Background: an optimization exercise with open tools, aiming at small area. Do not read the settings as production practice.
The RTL was checked by simulation tests, not by an equivalence proof against the original design.
Power is estimated from default activity; no workload was simulated. The clock port is modelled as an ideal driver; clocking choices that lean on that would not hold on a real chip.

the baseline:
## Hough
module Hough(
	input wire			nReset,
	input wire			Clk,
	input wire 	[7:0]	PixelIn,
	input wire			FrameIn,
	input wire			LineIn,
	output reg	[7:0]	PixelOut,
	output reg			FrameOut,
	output reg			LineOut
);
Size: ~730 flip-flops, ~19,000 µm² of cells after synthesis.
==> flow/config.mk <==
export PLATFORM = sky130hd
export DESIGN_NAME = Hough
export DESIGN_NICKNAME = Hough
export VERILOG_FILES = /design/flow/design.v
export SDC_FILE = /design/flow/constraint.sdc
export NUM_CORES = 8
export LEC_CHECK = 0
export CAP_MARGIN = 20
export CORE_MARGIN = 2
export CORE_UTILIZATION = 45
export SLEW_MARGIN = 20
export SYNTH_HIERARCHICAL = 1
==> flow/constraint.sdc <==
create_clock -name core_clock -period 10.0 [get_ports {Clk}]
set_input_delay 2.0000 -clock core_clock [delete_from_list [all_inputs] [get_ports {Clk}]]
set_output_delay 2.0000 -clock core_clock [all_outputs]
set_load 0.01 [all_outputs]
standard.sh (not shown) runs the stock make flow with config.mk's settings and CLKGATE_MAP_FILE= SYNTH_SCRIPT=/design/flow/synth_recipe.tcl, a recipe that flattens the netlist after the stock synthesis.
==> flow/flow/run.sh <==
#!/bin/bash
# Own layout flow: the standard flow (standard.sh) with a clock tree
# built without dummy loads, small port buffers, and timing-driven
# placement that does not keep its trial buffering.

set -euo pipefail
export CTS_ARGS="-sink_clustering_enable -repair_clock_nets -dont_use_dummy_load -sink_clustering_size 36 -sink_clustering_max_diameter 100 -buf_list sky130_fd_sc_hd__clkbuf_16"
export GPL_KEEP_OVERFLOW=0
export BUFFER_PORTS_ARGS="-buffer_cell sky130_fd_sc_hd__buf_1"
bash standard.sh > standard.log 2>&1
What the candidate does differently from the baseline at the input level:
# the baseline
export LEC_CHECK = 0
export CAP_MARGIN = 20
export CORE_MARGIN = 2
export CORE_UTILIZATION = 45
export SLEW_MARGIN = 20
export SYNTH_HIERARCHICAL = 1
create_clock -name core_clock -period 10.0 [get_ports {Clk}]
# the candidate
export LEC_CHECK = 0
export CAP_MARGIN = 20
export CORE_MARGIN = 2
export CORE_UTILIZATION = 55
export CTS_BUF_LIST = sky130_fd_sc_hd__clkbuf_16
export CTS_CLUSTER_DIAMETER = 100
export CTS_CLUSTER_SIZE = 30
export SLEW_MARGIN = 20
export SYNTH_HIERARCHICAL = 1
create_clock -name core_clock -period 10.0 [get_ports {Clk}]
==> flow/flow/run.sh <==
#!/bin/bash
# Own layout flow: the standard flow (standard.sh) with a clock tree
# built without dummy loads, small port buffers, and timing-driven
# placement that does not keep its trial buffering.

set -euo pipefail
export CTS_ARGS="-sink_clustering_enable -repair_clock_nets -dont_use_dummy_load -sink_clustering_size 34 -sink_clustering_max_diameter 100 -buf_list sky130_fd_sc_hd__clkbuf_16"
export GPL_KEEP_OVERFLOW=0
export BUFFER_PORTS_ARGS="-buffer_cell sky130_fd_sc_hd__buf_1"
bash standard.sh > standard.log 2>&1
Findings:
The candidate completed every stage of the flow, and the final layout passed the timing, DRC and antenna checks. From the baseline to the candidate, maximum level of the CTS H-tree did not move at all. Delta (the candidate minus the baseline): core outline area now smaller, non-clock buffer instance count of the final layout now sits higher. When the candidate is set beside the baseline, its floorplan die area turns out to be 18% smaller. Going from the baseline to the candidate, the switching power summed over all nets was found to have gone up by 1.4%. Summary — worst-margin pin slew, the candidate relative to the baseline: lower, by 0.21 ns. Diff the baseline -> the candidate: number of cells in the finished layout apart from fillers now sits lower; number of instances in the synthesized netlist held; final total power higher.

== rev 12 ==
Another version of the RTL of Hough (not shown whole).
Size: roughly 730 flip-flops, ~22 I/O pins, about 19,000 sq um of cells after synthesis.
// Hough
module Hough(
	input wire			nReset,
	input wire			Clk,
	input wire 	[7:0]	PixelIn,
	input wire			FrameIn,
	input wire			LineIn,
	output reg	[7:0]	PixelOut,
	output reg			FrameOut,
	output reg			LineOut
);
export LEC_CHECK = 0
export CAP_MARGIN = 20
export CORE_MARGIN = 2
export CORE_UTILIZATION = 30
export CTS_BUF_LIST = sky130_fd_sc_hd__clkbuf_16
export CTS_CLUSTER_DIAMETER = 100
export CTS_CLUSTER_SIZE = 30
export SLEW_MARGIN = 20
export SYNTH_HIERARCHICAL = 1
create_clock -name core_clock -period 10.0 [get_ports {Clk}]
==> flow/flow/run.sh <==
#!/bin/bash
# Own layout flow: the standard flow (standard.sh) with a clock tree
# built without dummy loads, small port buffers, and timing-driven
# placement that does not keep its trial buffering.

set -euo pipefail
export CTS_ARGS="-sink_clustering_enable -repair_clock_nets -dont_use_dummy_load -sink_clustering_size 30 -sink_clustering_max_diameter 100 -buf_list sky130_fd_sc_hd__clkbuf_16"
export GPL_KEEP_OVERFLOW=0
export BUFFER_PORTS_ARGS="-buffer_cell sky130_fd_sc_hd__buf_1"
bash standard.sh > standard.log 2>&1
Rev 12 completed; timing, DRC and antenna clean
The inputs of rev 13 differ from those of rev 12 as listed below.
--- a/flow/flow/run.sh
+++ b/flow/flow/run.sh
@@ -5,5 +5,5 @@
 
 set -euo pipefail
-export CTS_ARGS="-sink_clustering_enable -repair_clock_nets -dont_use_dummy_load -sink_clustering_size 30 -sink_clustering_max_diameter 100 -buf_list sky130_fd_sc_hd__clkbuf_16"
+export CTS_ARGS="-sink_clustering_enable -repair_clock_nets -dont_use_dummy_load -sink_clustering_size 34 -sink_clustering_max_diameter 100 -buf_list sky130_fd_sc_hd__clkbuf_16"
 export GPL_KEEP_OVERFLOW=0
 export BUFFER_PORTS_ARGS="-buffer_cell sky130_fd_sc_hd__buf_1"
Findings:
For fraction of area in non-clock buffers, rev 12 and rev 13 come out practically identical. Each of the runs, namely rev 13 and rev 12, reached the end of the flow and came out clean. Diff rev 12..rev 13 | synthesized area | unchanged. Setup slack in rev 13 is smaller than in rev 12.

## what the ideal ports hide
How much do the figures lean on ideal ports? The routed layouts below were timed once more, with nothing changed but the port constraints.
Step 1, drivers: a clkbuf_16 drives Clk and a buf_2 each remaining input, both assumed.
Step 2 moves the port delays by t, midway between the first and last clock arrival at a register: inputs arrive t later, outputs are due t later. That takes back most of the time a late clock gives input paths.
Slacks: no drivers / after step 1 / after step 2; pairs: no drivers / after step 1.
| run | t, ns | setup WS [ns] | pins driven straight from the clock port |
|---|---|---|---|
| the baseline | 0.603 | 0.604 / 0.604 / 0.604 | 1 |
| the candidate | 0.607 | 0.823 / 0.823 / 0.823 | 1 |
| rev 12 | 0.620 | 0.811 / 0.811 / 0.811 | 1 |
| rev 13 | 0.623 | 0.779 / 0.779 / 0.779 | 1 |
After both steps every run listed still meets setup and hold.
